Source: an optimization exercise on an open RTL-to-GDS flow (aim: small area and a short achievable clock period). Production flows keep margins and buffers that such runs may drop. No functional check of the RTL was part of any run shown here.

==> flow/design.v (outline; a module is shown in full before it is edited, if it fits) <==
// module fixed_point_alu: 1361 lines
module fixed_point_alu (
    input clk,
    input rst,
    input [1:0] op,
    input signed [15:0] a,
    input signed [15:0] b,
    output signed [23:0] out,
    output overflow
);
  // ...
==> flow/flow/run.sh <==
#!/bin/bash
# The standard layout (standard.sh), with timing repair asked for more setup
# slack than the clock needs, so that it sizes up the critical paths.
export SETUP_SLACK_MARGIN=0
export BUFFER_PORTS_ARGS="-buffer_cell sky130_fd_sc_hd__buf_2"
bash standard.sh > standard.log 2>&1
==> flow/standard.sh <==
#!/bin/bash
# synth_recipe.tcl (not shown) runs the flow's synth.tcl, then flattens the netlist and writes it again
# the make line also repeats each setting of config.mk as NAME=value (left out here)
make -C /OpenROAD-flow-scripts/flow DESIGN_CONFIG=/design/flow/config.mk WORK_HOME=/design/flow/orfs CLKGATE_MAP_FILE= SYNTH_SCRIPT=/design/flow/synth_recipe.tcl "${@:-finish}"
==> flow/config.mk <==
export PLATFORM = sky130hd
export DESIGN_NAME = fixed_point_alu
export DESIGN_NICKNAME = fixed_point_alu
export VERILOG_FILES = /design/flow/design.v
export SDC_FILE = /design/flow/constraint.sdc
export NUM_CORES = 4
export LEC_CHECK = 0
export ABC_AREA = 1
export CAP_MARGIN = 20
export CORE_MARGIN = 2
export CORE_UTILIZATION = 40
export SLEW_MARGIN = 20
==> flow/constraint.sdc <==
create_clock -name core_clock -period 60.0 [get_ports {clk}]
set_input_delay 12.0000 -clock core_clock [delete_from_list [all_inputs] [get_ports {clk}]]
set_output_delay 12.0000 -clock core_clock [all_outputs]
set_load 0.01 [all_outputs]
==> reports/results.ini, run 1 <==
[placement]
place.gp.congestion = 0.9217
dp_hpwl_um = 64650

[finish]
drive_above_1_share_pct = 9.454
design_area_um2 = 24850
multi_input_area_share_pct = 78.53
mostFrequentLayoutCell = nand2_1
top_register = res_r

[grt]
grtUsageMet3_pct = 1.584
grt_pass1_vias = 25410

[run_status]
status = complete, no violations

[clock_tree]
htree_levels = 2
tritoncts = done
ctsResizeCount = 0

[timing]
setup_viol = 0
worst_slack_ps = 30190
worst_pin_slew_ps = 1081

[routing]
wl_met1_um = 34610
routedWlPerCell_um = 16.36

[synthesis]
synth_fa_ha_area_share_pct = 11.31
synthFlopType = dfrtp_1
syn_nets = 4476

[die]
start_util_pct = 40.44
io_pins = 61

[worst_setup_path]
cp_max_fo = 38
cpLargestDelayFamily = simple AND/OR/NAND/NOR gates
cp.arrival_ps = 17810

==> run 2, diff against run 1 <==
--- a/flow/design.v
+++ b/flow/design.v
@@ -274,24 +274,135 @@
     wire ms219 = 1'b1 ^ ms167 ^ mc166;
     wire mc220 = (1'b1 & ms167) | (1'b1 & mc166) | (ms167 & mc166);
     wire ms221 = ~bpp6[16] ^ bpp7[14] ^ mc168;
     wire mc222 = (~bpp6[16] & bpp7[14]) | (~bpp6[16] & mc168) | (bpp7[14] & mc168);
     wire ms223 = bpp7[15] ^ 1'b1;
     wire mc224 = bpp7[15] & 1'b1;
     wire [31:0] mra = {1'b1, ~bpp7[16], ms223, ms221, ms219, ms217, ms215, ms213, ms211, ms209, ms207, ms205, ms203, ms201, ms199, ms197, ms195, ms193, ms191, ms189, ms187, ms185, ms183, ms181, ms179, ms177, ms175, ms173, ms171, bneg1, bpp0[1], bpp0[0]};
     wire [31:0] mrb = {1'b0, mc224, mc222, mc220, mc218, mc216, mc214, mc212, mc210, mc208, mc206, mc204, mc202, mc200, mc198, mc196, mc194, mc192, mc190, mc188, mc186, mc184, mc182, mc180, mc178, mc176, mc174, mc172, mc170, ms169, 1'b0, bneg0};
-    wire [32:0] mcy;
+    wire [31:0] mg = mra & mrb;
+    wire [31:0] mo = mra | mrb;
+    wire mc_G1 = mg[0];
+    wire mc_G2 = mg[2] | (mo[2] & mg[1]);
+    wire mc_P2 = mo[2] & mo[1];
+    wire mc_G3 = mg[4] | (mo[4] & mg[3]);
+    wire mc_P3 = mo[4] & mo[3];
+    wire mc_G4 = mg[6] | (mo[6] & mg[5]);
+    wire mc_P4 = mo[6] & mo[5];
+    wire mc_G5 = mg[8] | (mo[8] & mg[7]);
+    wire mc_P5 = mo[8] & mo[7];
+    wire mc_G6 = mg[10] | (mo[10] & mg[9]);
+    wire mc_P6 = mo[10] & mo[9];
+    wire mc_G7 = mg[12] | (mo[12] & mg[11]);
+    wire mc_P7 = mo[12] & mo[11];
+    wire mc_G8 = mg[14] | (mo[14] & mg[13]);
+    wire mc_P8 = mo[14] & mo[13];
+    wire mc_G9 = mg[16] | (mo[16] & mg[15]);
+    wire mc_P9 = mo[16] & mo[15];
+    wire mc_G10 = mg[18] | (mo[18] & mg[17]);
+    wire mc_P10 = mo[18] & mo[17];
+    wire mc_G11 = mg[20] | (mo[20] & mg[19]);
+    wire mc_P11 = mo[20] & mo[19];
+    wire mc_G12 = mg[22] | (mo[22] & mg[21]);
+    wire mc_P12 = mo[22] & mo[21];
+    wire mc_G13 = mg[24] | (mo[24] & mg[23]);
+    wire mc_P13 = mo[24] & mo[23];
+    wire mc_G14 = mg[26] | (mo[26] & mg[25]);
+    wire mc_P14 = mo[26] & mo[25];
+    wire mc_G15 = mg[28] | (mo[28] & mg[27]);
+    wire mc_P15 = mo[28] & mo[27];
+    wire mc_G16 = mg[30] | (mo[30] & mg[29]);
+    wire mc_P16 = mo[30] & mo[29];
+    wire mc_G17 = mc_G2 | (mc_P2 & mc_G1);
+    wire mc_G18 = mc_G4 | (mc_P4 & mc_G3);
+    wire mc_P18 = mc_P4 & mc_P3;
+    wire mc_G19 = mc_G6 | (mc_P6 & mc_G5);
+    wire mc_P19 = mc_P6 & mc_P5;
+    wire mc_G20 = mc_G8 | (mc_P8 & mc_G7);
+    wire mc_P20 = mc_P8 & mc_P7;
+    wire mc_G21 = mc_G10 | (mc_P10 & mc_G9);
+    wire mc_P21 = mc_P10 & mc_P9;
+    wire mc_G22 = mc_G12 | (mc_P12 & mc_G11);
+    wire mc_P22 = mc_P12 & mc_P11;
+    wire mc_G23 = mc_G14 | (mc_P14 & mc_G13);
+    wire mc_P23 = mc_P14 & mc_P13;
+    wire mc_G24 = mc_G16 | (mc_P16 & mc_G15);
+    wire mc_P24 = mc_P16 & mc_P15;
+    wire mc_G25 = mc_G18 | (mc_P18 & mc_G17);
+    wire mc_G26 = mc_G20 | (mc_P20 & mc_G19);
+    wire mc_P26 = mc_P20 & mc_P19;
+    wire mc_G27 = mc_G22 | (mc_P22 & mc_G21);
+    wire mc_P27 = mc_P22 & mc_P21;
+    wire mc_G28 = mc_G24 | (mc_P24 & mc_G23);
+    wire mc_P28 = mc_P24 & mc_P23;
+    wire mc_G29 = mc_G26 | (mc_P26 & mc_G25);
+    wire mc_G30 = mc_G28 | (mc_P28 & mc_G27);
+    wire mc_P30 = mc_P28 & mc_P27;
+    wire mc_G31 = mc_G30 | (mc_P30 & mc_G29);
+    wire mc_G32 = mc_G27 | (mc_P27 & mc_G29);
+    wire mc_G33 = mc_G19 | (mc_P19 & mc_G25);
+    wire mc_G34 = mc_G21 | (mc_P21 & mc_G29);
+    wire mc_G35 = mc_G23 | (mc_P23 & mc_G32);
+    wire mc_G36 = mc_G3 | (mc_P3 & mc_G17);
+    wire mc_G37 = mc_G5 | (mc_P5 & mc_G25);
+    wire mc_G38 = mc_G7 | (mc_P7 & mc_G33);
+    wire mc_G39 = mc_G9 | (mc_P9 & mc_G29);
+    wire mc_G40 = mc_G11 | (mc_P11 & mc_G34);
+    wire mc_G41 = mc_G13 | (mc_P13 & mc_G32);
+    wire mc_G42 = mc_G15 | (mc_P15 & mc_G35);
+    wire mc_G43 = mg[1] | (mo[1] & mc_G1);
+    wire mc_G44 = mg[3] | (mo[3] & mc_G17);
+    wire mc_G45 = mg[5] | (mo[5] & mc_G36);
+    wire mc_G46 = mg[7] | (mo[7] & mc_G25);
+    wire mc_G47 = mg[9] | (mo[9] & mc_G37);
+    wire mc_G48 = mg[11] | (mo[11] & mc_G33);
+    wire mc_G49 = mg[13] | (mo[13] & mc_G38);
+    wire mc_G50 = mg[15] | (mo[15] & mc_G29);
+    wire mc_G51 = mg[17] | (mo[17] & mc_G39);
+    wire mc_G52 = mg[19] | (mo[19] & mc_G34);
+    wire mc_G53 = mg[21] | (mo[21] & mc_G40);
+    wire mc_G54 = mg[23] | (mo[23] & mc_G32);
+    wire mc_G55 = mg[25] | (mo[25] & mc_G41);
+    wire mc_G56 = mg[27] | (mo[27] & mc_G35);
+    wire mc_G57 = mg[29] | (mo[29] & mc_G42);
+    wire mc_G58 = mg[31] | (mo[31] & mc_G31);
     wire [31:0] prod;
-    assign mcy[0] = 1'b0;
-    genvar mi;
-    generate for (mi = 0; mi < 32; mi = mi + 1) begin : mcpa
-        assign prod[mi] = mra[mi] ^ mrb[mi] ^ mcy[mi];
-        assign mcy[mi+1] = (mra[mi] & mrb[mi]) | (mra[mi] & mcy[mi]) | (mrb[mi] & mcy[mi]);
-    end endgenerate
+    assign prod[0] = mra[0] ^ mrb[0] ^ 1'b0;
+    assign prod[1] = mra[1] ^ mrb[1] ^ mc_G1;
+    assign prod[2] = mra[2] ^ mrb[2] ^ mc_G43;
+    assign prod[3] = mra[3] ^ mrb[3] ^ mc_G17;
+    assign prod[4] = mra[4] ^ mrb[4] ^ mc_G44;
+    assign prod[5] = mra[5] ^ mrb[5] ^ mc_G36;
+    assign prod[6] = mra[6] ^ mrb[6] ^ mc_G45;
+    assign prod[7] = mra[7] ^ mrb[7] ^ mc_G25;
+    assign prod[8] = mra[8] ^ mrb[8] ^ mc_G46;
+    assign prod[9] = mra[9] ^ mrb[9] ^ mc_G37;
+    assign prod[10] = mra[10] ^ mrb[10] ^ mc_G47;
+    assign prod[11] = mra[11] ^ mrb[11] ^ mc_G33;
+    assign prod[12] = mra[12] ^ mrb[12] ^ mc_G48;
+    assign prod[13] = mra[13] ^ mrb[13] ^ mc_G38;
+    assign prod[14] = mra[14] ^ mrb[14] ^ mc_G49;
+    assign prod[15] = mra[15] ^ mrb[15] ^ mc_G29;
+    assign prod[16] = mra[16] ^ mrb[16] ^ mc_G50;
+    assign prod[17] = mra[17] ^ mrb[17] ^ mc_G39;
+    assign prod[18] = mra[18] ^ mrb[18] ^ mc_G51;
+    assign prod[19] = mra[19] ^ mrb[19] ^ mc_G34;
+    assign prod[20] = mra[20] ^ mrb[20] ^ mc_G52;
+    assign prod[21] = mra[21] ^ mrb[21] ^ mc_G40;
+    assign prod[22] = mra[22] ^ mrb[22] ^ mc_G53;
+    assign prod[23] = mra[23] ^ mrb[23] ^ mc_G32;
+    assign prod[24] = mra[24] ^ mrb[24] ^ mc_G54;
+    assign prod[25] = mra[25] ^ mrb[25] ^ mc_G41;
+    assign prod[26] = mra[26] ^ mrb[26] ^ mc_G55;
+    assign prod[27] = mra[27] ^ mrb[27] ^ mc_G35;
+    assign prod[28] = mra[28] ^ mrb[28] ^ mc_G56;
+    assign prod[29] = mra[29] ^ mrb[29] ^ mc_G42;
+    assign prod[30] = mra[30] ^ mrb[30] ^ mc_G57;
+    assign prod[31] = mra[31] ^ mrb[31] ^ mc_G31;
     wire [15:0] na = a[15] ? -a : a;
     wire [15:0] E = b[15] ? b : ~b;
     wire cin = ~b[15];
     wire [23:0] N = {na, 8'd0};
     wire [23:0] q1;
     wire [0:0] d1_p23 = N[23];
     wire [0:0] d1_r23_g = d1_p23 & E[0:0];
     wire [0:0] d1_r23_o = d1_p23 | E[0:0];
==> reports/results.ini, run 2 <==
[synthesis]
yosysMostFrequentCell = nand2_1  ; unchanged
synth.yosys.seq_area_share_pct = 4.467  ; was 4.470%
yosys.area.top_type = nand2_1  ; unchanged
avgSynthCellArea_um2 = 5.493  ; was 5.685 µm²
synth_warnings = 1  ; unchanged
ys_seq_elements = 48  ; unchanged
synthTopCellsByArea = nand2_1 (24%), nand3_1 (13%), inv_1 (9.2%)  ; was nand2_1 (22%), nand3_1 (13%), fa_1 (9.8%)
synth_top_family_by_area = simple AND/OR/NAND/NOR gates  ; unchanged
synth_compound_area_share_pct = 8.928  ; was 8.351%
synth-edff-count = 0  ; unchanged
synthMuxAreaShare_pct = 0.08195  ; was 0.1230%
syn_nets = 4664  ; was 4,476
synth-xor-area-share_pct = 9.737  ; was 9.602%
synth_cell_type_count = 66  ; was 73
synth_fa_ha_area_share_pct = 12.59  ; was 11.31%
synthesis.instances = 4447  ; was 4,293
synth-simple-area-share_pct = 49.03  ; was 50.41%
synth_top_area_share_pct = 23.63  ; was 22.16%
async_flop_share_pct = 54.17  ; unchanged
synth_area_um2 = 24430  ; was 24,410 µm²
synthFlopType = dfrtp_1  ; unchanged
yosys-top-cells-count = nand2_1 (1,538), nand3_1 (626), inv_1 (600), nor2_1 (285), xor2_1 (254)  ; was nand2_1 (1,441), nand3_1 (626), inv_1 (553), xor2_1 (252), nor2_1 (237)

[timing]
maxSlewViolCount = 0  ; unchanged
period_needed_ps = 30720  ; was 29,810 ps
worst_pin_slew_ps = 1077  ; was 1081 ps
timing.setup.tns_ps = 0  ; unchanged
maxSlewHeadroom_pct = 27.94  ; was 27.42%
fin_hold_ws_ps = 11620  ; was 11,730 ps
hold_viol = 0  ; unchanged
rsz0062_at_grt = false  ; unchanged
setup_viol = 0  ; unchanged
fmax_mhz = 32.56  ; was 33.54 MHz
post-route-period-util_pct = 51.20  ; was 49.69%

[clock_tree]
tritoncts = done  ; unchanged
cts-root-buf = clkbuf_16  ; unchanged
postCtsSetupBuffers = 0  ; unchanged
ctsResizeCount = 0  ; unchanged
cts-hold-fix-buffers = 0  ; unchanged
htree_levels = 2  ; unchanged
cts_buffers = 5  ; unchanged
clk_pin_slew_ps = 70  ; was 60 ps
cts_sinks = 48  ; unchanged
cts_buffer_depth = 2  ; unchanged

[grt]
grt_max_degree = 40  ; was 39
grt_pass1_wl_um = 132700  ; was 133,300 µm
top_usage_layer = met2  ; unchanged
gr-usage-all-layers_pct = 25.75  ; was 25.88%
use_met1_pct = 33.30  ; was 32.33%
grtUsageMet3_pct = 2.040  ; was 1.584%
grt-ovfl-total = 0  ; unchanged
antenna_found_initial = 0  ; unchanged
grt_use_met2_pct = 44.84  ; was 46.90%
grt_pass1_vias = 25320  ; was 25,410

[worst_setup_path]
cp_max_fo = 39  ; was 38
startpoint_type = flop  ; unchanged
cpPeakStageDelay_ps = 940  ; was 780 ps
cp_data_required_time_ps = 48000  ; about the same
cp.arrival_ps = 18720  ; was 17,810 ps
cp_common_cell = nand2_1  ; unchanged
cp-end-kind = primary output  ; unchanged
slowest_stage = a21oi_2  ; was dfxtp_1
worstSetupPathType = flop to primary output  ; unchanged

[routing]
firstDrtPassIters = 5  ; was 6
via_count = 27650  ; was 27,090
wirelength_um = 82070  ; was 82,020 µm
postRouteAntennaNets = 0  ; unchanged
drt_first_iter_violations = 2432  ; was 1,849
routed_via_density = 5.370  ; was 5.403
drcViolationCount = 0  ; unchanged
routedWlPerCell_um = 15.93  ; was 16.36 µm

[finish]
reg.largest.list = res_r x24, e_r x15, n_r x3  ; unchanged
diodes = 0  ; unchanged
nets = 4584  ; was 4,413
area_growth_pct = 2.602  ; was 1.835%
largest_reg_flops = 24  ; unchanged
layout_common_cells = nand2_1 (1,538), nand3_1 (626), inv_1 (599), nor2_1 (284), xor2_1 (250)  ; was nand2_1 (1,441), nand3_1 (626), inv_1 (552), xor2_1 (249), nor2_1 (235)
post-route-util_pct = 41.52  ; was 41.18%
drive_above_1_share_pct = 6.067  ; was 9.454%
multi_input_area_um2 = 19680  ; was 19,520 µm²
top_register = res_r  ; unchanged
design_area_um2 = 25060  ; was 24,850 µm²
mostFrequentLayoutCell = nand2_1  ; unchanged
fill_cells = 6811  ; was 6,768
seqCellArea_um2 = 1091  ; was 1092 µm²

[die]
die_w_um = 251.1  ; was 251.0 µm
start_util_pct = 40.47  ; was 40.44%
core_um2 = 60360  ; unchanged
dieArea_um2 = 63060  ; was 63,010 µm²
rows = 90  ; unchanged
die_height_um = 251.1  ; was 251.0 µm
io_pins = 61  ; unchanged

[placement]
dp_hpwl_um = 65220  ; was 64,650 µm
place.gp.congestion = 0.9706  ; was 0.9217
port_buffers = 60  ; unchanged
dpl_cell_area_um2 = 24840  ; was 24,640 µm²

[run_status]
status = complete, no violations  ; unchanged

[flow_run]
drv_cap = 0  ; unchanged

[worst_hold_path]
min_path_type = input port to async pin  ; unchanged

==> run 2: worst max-delay path, delay by kind of cell, from the launching register on <==
kind                   cells  cell delay, ps
buffers and inverters      4            1360
flip-flops                 1             800
AND/OR/NAND/NOR           75           12840
AO/OA/AOI/OAI             11            3210
==> run 2: cell families after synthesis <==
logic type                 Yosys count
and+or+nand+nor                   2742
xor gates and xnor gates           269
DFF                                 48
adders and majority gates          181
muxes                                2
buffers and inverters              845
AOI/OAI and AO/OA                  360
==> run 2: routing by layer <==
metal | up-vias | part of all wire [%]
li1 | 14010 | -
met1 | 12630 | 43
met2 | 873 | 46
met3 | 141 | 6.4
met4 | 0 | 3.7
met5 | - | 0
==> run 2: worst max path at each step <==
stage	startpoint	cells after the start	slack, ps	to
4_1_cts	e_r[13]$_DFF_P_	91	29640	out[13]
3_5_place_dp	e_r[13]$_DFF_P_	91	29980	out[13]
6_report	e_r[13]$_DFF_P_	90	29280	out[13]
2_1_floorplan	res_r[7]$_DFF_PP0_	114	36950	out[12]
3_3_place_gp	e_r[13]$_DFF_P_	93	30150	out[15]
5_1_grt	e_r[13]$_DFF_P_	100	27280	out[13]
==> run 2: stage by stage <==
step	cells	setup WS, ps
CTS	5149	29640
finish	5150	29280
detailed placement	5141	29980
global route	5150	27280
global placement	5141	30150
floorplan	4447	36950
==> run 2: layout make-up <==
class                      instances  share of cell area (%)
sequential                        48                   4.353
timing repair buffer             109                   2.736
inverter                         649                   9.725
clock inverter                     3                  0.2746
multi-input combinational       3554                   78.51
tap                              782                   3.904
clock buffer                       5                  0.4992
==> run 3, diff against run 2 <==
==> flow/flow/run.sh (replaced) <==
#!/bin/bash
# The standard layout (standard.sh), with timing repair asked for more setup
# slack than the clock needs, so that it sizes up the critical paths.
export SETUP_SLACK_MARGIN=33
export BUFFER_PORTS_ARGS="-buffer_cell sky130_fd_sc_hd__buf_2"
bash standard.sh > standard.log 2>&1
==> reports/results.ini, run 3 <==
[grt]
gr-usage-all-layers_pct = 27.61  ; was 25.75%
grt_max_degree = 37  ; was 40
grt-ovfl-total = 0  ; unchanged
grt_pass1_wl_um = 140800  ; was 132,700 µm
grt_pass1_vias = 26270  ; was 25,320
antenna_found_initial = 0  ; unchanged

[timing]
timing.setup.tns_ps = 0  ; unchanged
maxSlewHeadroom_pct = 21.47  ; was 27.94%
post-route-period-util_pct = 44.55  ; was 51.20%
period_needed_ps = 26730  ; was 30,720 ps
worst_pin_slew_ps = 1174  ; was 1077 ps
setup_viol = 0  ; unchanged
worst_slack_ps = 33270  ; was 29,280 ps
fmax_mhz = 37.41  ; was 32.56 MHz
rsz0062_at_grt = false  ; unchanged
fin_hold_ws_ps = 11620  ; about the same
maxSlewViolCount = 0  ; unchanged
hold_viol = 0  ; unchanged

[clock_tree]
cts-root-buf = clkbuf_16  ; unchanged
cts_sinks = 48  ; unchanged
htree_levels = 2  ; unchanged
cts_buffer_depth = 2  ; unchanged
tritoncts = done  ; unchanged
clk_pin_slew_ps = 70  ; about the same
cts_buffers = 5  ; unchanged

[run_status]
status = complete, no violations  ; unchanged

[finish]
diodes = 0  ; unchanged
drive_above_1_share_pct = 18.68  ; was 6.067%
area_growth_pct = 20.11  ; was 2.602%
finalNonFillerCells = 5364  ; was 5,150
largest_reg_flops = 24  ; unchanged
top_register = res_r  ; unchanged
post-route-util_pct = 48.61  ; was 41.52%
mostFrequentLayoutCell = nand2_1  ; unchanged
reg.largest.list = res_r x24, e_r x15, n_r x3  ; unchanged
nets = 4798  ; was 4,584
layout_common_cells = nand2_1 (1,353), inv_1 (589), nand3_1 (551), xor2_1 (248), nor2_1 (233)  ; was nand2_1 (1,538), nand3_1 (626), inv_1 (599), nor2_1 (284), xor2_1 (250)

[worst_setup_path]
cp-end-kind = primary output  ; unchanged
worstSetupPathType = flop to primary output  ; unchanged
cp.arrival_ps = 14730  ; was 18,720 ps
cp_num_buf_inv = 24  ; was 4
cp_max_fo = 8  ; was 39
cpLargestDelayFamily = simple AND/OR/NAND/NOR gates  ; unchanged
cp_common_cell = nand2_1  ; unchanged
startpoint_type = flop  ; unchanged
cpPeakStageDelay_ps = 400  ; was 940 ps
cp_data_required_time_ps = 48000  ; about the same
slowest_stage = a22oi_2  ; was a21oi_2

[routing]
via_count = 29630  ; was 27,650
routed_via_density = 5.524  ; was 5.370
wirelength_um = 93780  ; was 82,070 µm
drt_first_iter_violations = 2569  ; was 2,432
firstDrtPassIters = 9  ; was 5
routedWlPerCell_um = 17.48  ; was 15.93 µm
postRouteAntennaNets = 0  ; unchanged
drcViolationCount = 0  ; unchanged

[die]
dieArea_um2 = 63060  ; unchanged
die_height_um = 251.1  ; unchanged
die_w_um = 251.1  ; unchanged
start_util_pct = 40.47  ; unchanged
io_pins = 61  ; unchanged
core_um2 = 60360  ; unchanged
rows = 90  ; unchanged

[synthesis]
synthFlopType = dfrtp_1  ; unchanged
yosys-top-cells-count = nand2_1 (1,538), nand3_1 (626), inv_1 (600), nor2_1 (285), xor2_1 (254)  ; unchanged
syn_nets = 4664  ; unchanged
synthesis.instances = 4447  ; unchanged
yosys.area.top_type = nand2_1  ; unchanged
ys_seq_elements = 48  ; unchanged
synth_cell_type_count = 66  ; unchanged
synth_area_um2 = 24430  ; unchanged
synth.yosys.seq_area_share_pct = 4.467  ; unchanged
synth_warnings = 1  ; unchanged
synth-edff-count = 0  ; unchanged
avgSynthCellArea_um2 = 5.493  ; unchanged
synth_top_area_share_pct = 23.63  ; unchanged
synthTopCellsByArea = nand2_1 (24%), nand3_1 (13%), inv_1 (9.2%)  ; unchanged
yosysMostFrequentCell = nand2_1  ; unchanged
async_flop_share_pct = 54.17  ; unchanged

[worst_hold_path]
min_path_type = input port to async pin  ; unchanged

[flow_run]
drv_cap = 0  ; unchanged

[placement]
port_buffers = 60  ; unchanged
dp_slack_ps = 29980  ; unchanged
dp.cells = 5141  ; unchanged
dp_hpwl_um = 65220  ; unchanged
place.gp.congestion = 0.9706  ; unchanged

run 3: changes by cell type in the layout (fill, tap and decap cells not counted), moves of 41 or more:
| cell | change |
|---|---|
| nand3_4 | +41 |
| buf_4 | +133 |
| nand3_1 | -75 |
| nand3_2 | +59 |
| nor2_1 | -51 |
| nand2_1 | -185 |
| nand2_2 | +154 |
run 3: final timing paths:
path                                 from                   to  slack (ps)  cells after the start
max                        e_r[4]$_DFF_P_              out[11]       33270                    117
min                                   rst   res_r[5]$_DFF_PP0_       11620                      2
max in group asynchronous             rst  res_r[10]$_DFF_PP0_       47990                      3
min in group core_clock             op[1]    op_r[1]$_DFF_PP0_       11930                      1
run 3: kinds of logic after synthesis:
logic type	count (synthesis)	share of synthesized area, %
xor gates and xnor gates	269	9.737
and+or+nand+nor	2742	49.03
muxes	2	0.08196
DFF	48	4.467
AOI/OAI and AO/OA	360	8.928
buffers and inverters	845	15.16
adders and majority gates	181	12.59
run 3: cell type report:
| type | instances | area, µm² |
|---|---|---|
| repair inverters | 2 | 13.76 |
| inverters | 649 | 2501 |
| repair buffers | 289 | 2510 |
| clock buffers | 5 | 125.1 |
| well taps | 782 | 978.4 |
| fillers | 6410 | 31020 |
| multi-input cells | 3586 | 22020 |
| flip-flops and latches | 48 | 1120 |
| clock inverters | 3 | 68.82 |
run 3: per-layer routing:
layer / vias to the layer above / global-route usage (%) / share of wire, %
li1: 14550 / - / -
met1: 13640 / 34.20 / 40
met2: 1153 / 47.61 / 47
met3: 292 / 2.765 / 7.3
met4: 0 / 13.95 / 6.3
met5: - / 0 / 0
run 3: per-stage QoR:
stage          instance area (µm²)
2_1_floorplan                24430
3_3_place_gp                 24840
3_5_place_dp                 24840
4_1_cts                      26240
5_1_grt                      29340
6_report                     29340
run 3: what timing repair did:
action	CTS	global route
pin swaps	36	173
endpoints found under the setup margin	38	39
hold buffers	0	0
buffers inserted	44	130
hold endpoints to repair	0	0
gates resized for setup	117	458
gates cloned	23	16
==> run 4, diff against run 3 <==
==> flow/flow/run.sh (replaced) <==
#!/bin/bash
# The standard layout (standard.sh), with timing repair asked for more setup
# slack than the clock needs, so that it sizes up the critical paths.
export SETUP_SLACK_MARGIN=30
export BUFFER_PORTS_ARGS="-buffer_cell sky130_fd_sc_hd__buf_2"
bash standard.sh > standard.log 2>&1
==> reports/results.ini, run 4 <==
[synthesis]
yosys.area.top_type = nand2_1  ; unchanged
synthFlopType = dfrtp_1  ; unchanged
synth_area_um2 = 24430  ; unchanged
synth_warnings = 1  ; unchanged
synth-edff-count = 0  ; unchanged
async_flop_share_pct = 54.17  ; unchanged
synth_cell_type_count = 66  ; unchanged
ys_seq_elements = 48  ; unchanged
synthTopCellsByArea = nand2_1 (24%), nand3_1 (13%), inv_1 (9.2%)  ; unchanged
synthesis.instances = 4447  ; unchanged
avgSynthCellArea_um2 = 5.493  ; unchanged
syn_nets = 4664  ; unchanged
synth_top_area_share_pct = 23.63  ; unchanged
yosysMostFrequentCell = nand2_1  ; unchanged
yosys-top-cells-count = nand2_1 (1,538), nand3_1 (626), inv_1 (600), nor2_1 (285), xor2_1 (254)  ; unchanged
synth.yosys.seq_area_share_pct = 4.467  ; unchanged

[grt]
gr-usage-all-layers_pct = 25.75  ; was 27.61%
antenna_found_initial = 0  ; unchanged
grt_pass1_wl_um = 132700  ; was 140,800 µm
grt_pass1_vias = 25340  ; was 26,270
grt-ovfl-total = 0  ; unchanged
grt_max_degree = 40  ; was 37

[timing]
post-route-period-util_pct = 47.64  ; was 44.55%
timing.setup.tns_ps = 0  ; unchanged
maxSlewHeadroom_pct = 16.30  ; was 21.47%
hold_viol = 0  ; unchanged
rsz0062_at_grt = false  ; unchanged
fmax_mhz = 34.98  ; was 37.41 MHz
worst_pin_slew_ps = 1254  ; was 1174 ps
worst_slack_ps = 31420  ; was 33,270 ps
setup_viol = 0  ; unchanged
period_needed_ps = 28580  ; was 26,730 ps
maxSlewViolCount = 0  ; unchanged

[worst_setup_path]
cp_max_fo = 34  ; was 8
startpoint_type = flop  ; unchanged
cp-end-kind = primary output  ; unchanged
cp_common_cell = nand2_1  ; unchanged
cp.arrival_ps = 16580  ; was 14,730 ps
cp_data_required_time_ps = 48000  ; about the same
worstSetupPathType = flop to primary output  ; unchanged
cpPeakStageDelay_ps = 710  ; was 400 ps
slowest_stage = dfxtp_1  ; was a22oi_2

[die]
dieArea_um2 = 63060  ; unchanged
rows = 90  ; unchanged
io_pins = 61  ; unchanged
die_height_um = 251.1  ; unchanged
core_um2 = 60360  ; unchanged
start_util_pct = 40.47  ; unchanged
die_w_um = 251.1  ; unchanged

[routing]
postRouteAntennaNets = 0  ; unchanged
routed_via_density = 5.394  ; was 5.524
via_count = 27850  ; was 29,630
drcViolationCount = 0  ; unchanged
wirelength_um = 84950  ; was 93,780 µm
routedWlPerCell_um = 16.45  ; was 17.48 µm
drt_first_iter_violations = 2519  ; was 2,569
firstDrtPassIters = 6  ; was 9

[flow_run]
drv_cap = 0  ; unchanged

[finish]
area_growth_pct = 4.072  ; was 20.11%
finalNonFillerCells = 5164  ; was 5,364
top_register = res_r  ; unchanged
post-route-util_pct = 42.12  ; was 48.61%
largest_reg_flops = 24  ; unchanged
mostFrequentLayoutCell = nand2_1  ; unchanged
reg.largest.list = res_r x24, e_r x15, n_r x3  ; unchanged
nets = 4598  ; was 4,798
diodes = 0  ; unchanged
layout_common_cells = nand2_1 (1,537), nand3_1 (625), inv_1 (598), nor2_1 (281), xor2_1 (250)  ; was nand2_1 (1,353), inv_1 (589), nand3_1 (551), xor2_1 (248), nor2_1 (233)
fill_cells = 6784  ; was 6,410
drive_above_1_share_pct = 6.778  ; was 18.68%

[clock_tree]
clk_pin_slew_ps = 70  ; about the same
cts_buffer_depth = 2  ; unchanged
cts-root-buf = clkbuf_16  ; unchanged
tritoncts = done  ; unchanged
cts_buffers = 5  ; unchanged
cts_sinks = 48  ; unchanged
htree_levels = 2  ; unchanged
cts-hold-fix-buffers = 0  ; unchanged

[run_status]
status = complete, no violations  ; unchanged

[placement]
dp_slack_ps = 29980  ; unchanged
port_buffers = 60  ; unchanged
place.gp.congestion = 0.9706  ; unchanged
dp_hpwl_um = 65220  ; unchanged
dp.cells = 5141  ; unchanged

[worst_hold_path]
min_path_type = input port to async pin  ; unchanged

run 4: changes by cell type in the layout (fill, tap and decap cells not counted), sizes merged:
| cell | change |
|---|---|
| a21oi | -1 |
| buf | -169 |
| clkbuf | -8 |
| clkinvlp | -3 |
| inv | +2 |
| nand2 | -6 |
| nand3 | -15 |
run 4: cell families (layout without fill, tap and decap cells):
family / Yosys count / count (layout) / share of synthesized area, %
AOI/OAI and AO/OA: 360 / 360 / 8.928
xor gates and xnor gates: 269 / 269 / 9.737
adders and majority gates: 181 / 181 / 12.59
buffers and inverters: 845 / 770 / 15.16
DFF: 48 / 48 / 4.467
muxes: 2 / 2 / 0.08196
and+or+nand+nor: 2742 / 2752 / 49.03
run 4: final timing paths:
check / from / end / slack, ps / depth (start not counted)
setup / recovery: e_r[5]$_DFF_P_ / out[18] / 31420 / 107
hold / removal: rst / res_r[5]$_DFF_PP0_ / 11620 / 2
max in group asynchronous: rst / res_r[20]$_DFF_PP0_ / 47990 / 3
min in group core_clock: op[1] / op_r[1]$_DFF_PP0_ / 11920 / 1
run 4: critical path: cells and delay by family, from the launching register on:
family	cells	cell delay (ps)
flops	1	710
compound gates	8	1570
simple gates	89	12650
buf+inv	10	1210
run 4: timing repair:
item / 4_1_cts / 5_1_grt
pin swaps: 0 / 5
endpoints found under the setup margin: 20 / 24
gates resized for setup: 3 / 39
gates cloned: 0 / 11
setup buffers: 0 / 3
run 4: final cells by class:
class	count	area, µm²	area share [%]
clock inverters	3	68.82	0.2707
repair buffers	112	720.7	2.835
inverters	649	2446	9.622
clock buffers	5	125.1	0.4922
flip-flops and latches	48	1094	4.302
well taps	782	978.4	3.849
multi-input cells	3564	19980	78.61
repair inverters	1	5.005	0.01969
run 4: stage by stage:
stage / hold WS [ps] / area, µm²
floorplan: 12030 / 24430
global placement: 12230 / 24840
detailed placement: 12230 / 24840
CTS: 11910 / 25050
global route: 11620 / 25420
finish: 11620 / 25420
run 4: per-layer routing:
metal,up-vias,part of all wire [%],global-route usage (%)
met5,-,0,0
met4,0,3.9,9.150
met3,158,6.3,2.029
met2,875,47,44.90
met1,12740,42,33.30
li1,14080,-,-

## what the ideal ports hide
How much do the figures lean on ideal ports? The routed layouts below were timed once more, with nothing changed but the port constraints.
Step 1, drivers: a clkbuf_16 drives clk and a buf_2 each remaining input, both assumed.
Step 2 also shifts input and output timing later by t, the mid clock arrival at the registers, as if the neighbouring blocks saw the same clock.
a / b / c = no drivers / after step 1 / after step 2; a / b = the first two.
run | t (ns) | setup slack, ns | worst setup path after step 2 | clock arrival spread, ns
run 1 | 0.339 | 30.186 / 30.139 / 30.478 | register to output | 0.006 / 0.006
run 2 | 0.342 | 29.283 / 29.232 / 29.574 | register to output | 0.006 / 0.006
run 3 | 0.347 | 33.271 / 33.220 / 33.567 | register to output | 0.006 / 0.007
run 4 | 0.344 | 31.415 / 31.364 / 31.536 | input to register | 0.006 / 0.006
After both steps every run listed still meets setup and hold.
